Context: an optimization exercise on an open-source flow, tuned for small area. The choices shown serve that exercise and are no tape-out recipe. In this exercise RTL edits were held to simulation tests only and were not proved equivalent to the original. The flow treats the clock pin as an ideal source, which a real chip does not have.

## willow
Design mult_mem_top, start of the top module:
module mult_mem_top (
    input  logic        clk,
    input  logic        rst,
    input  logic        EN_mult,
    input  logic        EN_blockRead,
    input  logic [15:0] mult_input0,
    input  logic [15:0] mult_input1,
    output logic        RDY_mult,
    output logic        VALID_memVal,
    output logic [31:0] memVal_data
);
For scale: about 3800 cells after synthesis, roughly 2100 flip-flops, roughly 70 I/O pins, roughly 56000 um^2 of cells after synthesis.
export LEC_CHECK = 0
export CAP_MARGIN = 0
export CORE_MARGIN = 2
export CORE_UTILIZATION = 65
export CTS_CLUSTER_DIAMETER = 100
export CTS_CLUSTER_SIZE = 30
export SLEW_MARGIN = 0
create_clock -name core_clock -period 4.5 [get_ports {clk}]
run.sh (not shown) runs the stock make flow with config.mk's settings and CLKGATE_MAP_FILE= SYNTH_SCRIPT=/design/flow/synth_recipe.tcl, a recipe that flattens the netlist after the stock synthesis.
willow finished all stages; the layout is clean.
### willow -> zinc
==> flow/flow/run.sh (new file) <==
#!/bin/bash
# The standard layout, with clock tree synthesis told not to add dummy loads.
# All tool output goes to standard.log in the work folder (ORFS also keeps
# each step's log under orfs/logs/).
set -euo pipefail
export CTS_ARGS="-sink_clustering_enable -repair_clock_nets -dont_use_dummy_load -sink_clustering_size 30 -sink_clustering_max_diameter 100"
bash standard.sh finish > standard.log 2>&1
==> flow/standard.sh (new file) <==
#!/bin/bash
# synth_recipe.tcl (not shown) runs the flow's synth.tcl, then flattens the netlist and writes it again
# the make line also repeats each setting of config.mk as NAME=value (left out here)
make -C /OpenROAD-flow-scripts/flow DESIGN_CONFIG=/design/flow/config.mk WORK_HOME=/design/flow/orfs CLKGATE_MAP_FILE= SYNTH_SCRIPT=/design/flow/synth_recipe.tcl "${@:-finish}"
removed: flow/run.sh
[summary]
- Final hold slack: zinc < willow
- In zinc, final instance area is lower than in willow.
- Of zinc and willow, it is zinc that has the lower maximum fanout along the worst path.
- Reported for willow and zinc, netlist area before placement turned out identical to the last digit.

rev 12:
mult_mem_top, a different RTL version from the one above (not shown whole).
Size in the first run: ~2100 flip-flops, roughly 70 I/O pins, about 55000 um2 of cells after synthesis.
make LEC_CHECK=0 CAP_MARGIN=20 CORE_MARGIN=2 CORE_UTILIZATION=65 CTS_BUF_LIST=sky130_fd_sc_hd__clkbuf_8 CTS_CLUSTER_SIZE=30 SLEW_MARGIN=20 finish   # period 4.5 ns
Stock flow here: none of the scripts above is used.
To summarise rev 12: no stage aborted, but the layout did not pass its checks, failing on setup timing.
Inputs modified between rev 12 and rev 13:
- CTS_CLUSTER_SIZE no longer set, was 30
- CORE_UTILIZATION now 40, was 65
- CTS_BUF_LIST no longer set, was sky130_fd_sc_hd__clkbuf_8
## What came out
Layout checks on rev 13: not met. Flow itself completed; violations: setup timing.
Going from rev 12 to rev 13, height of the die increased by about 27% relative to the old numbers; first-iteration DRC count increased by 144 relative to the old numbers; detailed-routed wire length on met3 decreased by about 12% relative to the old numbers.

mult_mem_top, a different RTL version from the one above (not shown whole).
For scale: about 2,100 flip-flops, roughly 70 I/O pins, ~0.057 mm2 of cells after synthesis.
export LEC_CHECK = 0
export ABC_AREA = 1
export CAP_MARGIN = 0
export CORE_MARGIN = 2
export CORE_UTILIZATION = 65
export CTS_CLUSTER_DIAMETER = 100
export CTS_CLUSTER_SIZE = 30
export SLEW_MARGIN = 0
export SYNTH_HIERARCHICAL = 1
export SYNTH_MINIMUM_KEEP_SIZE = 0
create_clock -name core_clock -period 4.5 [get_ports {clk}]
The starting point finished with timing, DRC and antenna clean.
==> next run, changes <==
ABC_AREA = default   (was 1)
Design area fell by 0.79%.
Flip-flop and latch count stays the same.
Critical path depth goes down by 6.
Sequential share of layout area went up by 0.56 points.
Clock-buffer cell count goes up by 2.
Routed wire length drops by 3.5%.
Fmax goes down by 2.4%.
Register-to-register slack degrades by 210 ps.
Global-route usage fell by 0.45 points.
Die area came out lower by about 2.1%.
Worst setup slack degrades by 110 ps.

[port drivers added, routing unchanged]
How much do the figures lean on ideal ports? The routed layouts below were timed once more, with nothing changed but the port constraints. Step 1 assumes that a clkbuf_16 drives the clock port and a buf_2 every other input. Step 2 adds t to the input delays and takes it off the output delays; t is the mean of the earliest and latest rising clock arrival at the registers after step 1. Input paths then give back, and output paths get back, about the clock's delay inside the block. Slacks: no drivers / after step 1 / after step 2; pairs: no drivers / after step 1.
run | shift t [ns] | setup WS [ns] | hold WS [ns] | clock arrival spread, ns | slew at the worst register clock pin (ns)
willow | 0.722 | 0.142 / 0.163 / -0.536 | 0.305 / 0.305 / 0.305 | 0.042 / 0.042 | 0.11 / 0.11
zinc | 0.677 | 0.148 / 0.148 / -0.460 | 0.283 / 0.283 / 0.283 | 0.105 / 0.105 | 0.11 / 0.11
rev 12 | 0.934 | -0.001 / -0.001 / -0.833 | 0.220 / 0.220 / 0.220 | 0.120 / 0.120 | 0.08 / 0.08
rev 13 | 0.807 | -0.020 / -0.020 / -0.645 | 0.306 / 0.306 / 0.306 | 0.044 / 0.044 | 0.07 / 0.07
the first run of note 3 | 0.715 | 0.193 / 0.234 / -0.481 | 0.314 / 0.314 / 0.314 | 0.040 / 0.040 | 0.11 / 0.11
the second run of note 3 | 0.711 | 0.087 / 0.087 / -0.526 | 0.308 / 0.308 / 0.308 | 0.044 / 0.044 | 0.11 / 0.11
Met with ideal ports but missed after step 2: setup timing in willow, zinc, the first run of note 3 and the second run of note 3. For rev 12, which loses most, drivers alone change the setup slack by 0.000 ns; drivers and shift together by -0.832 ns.
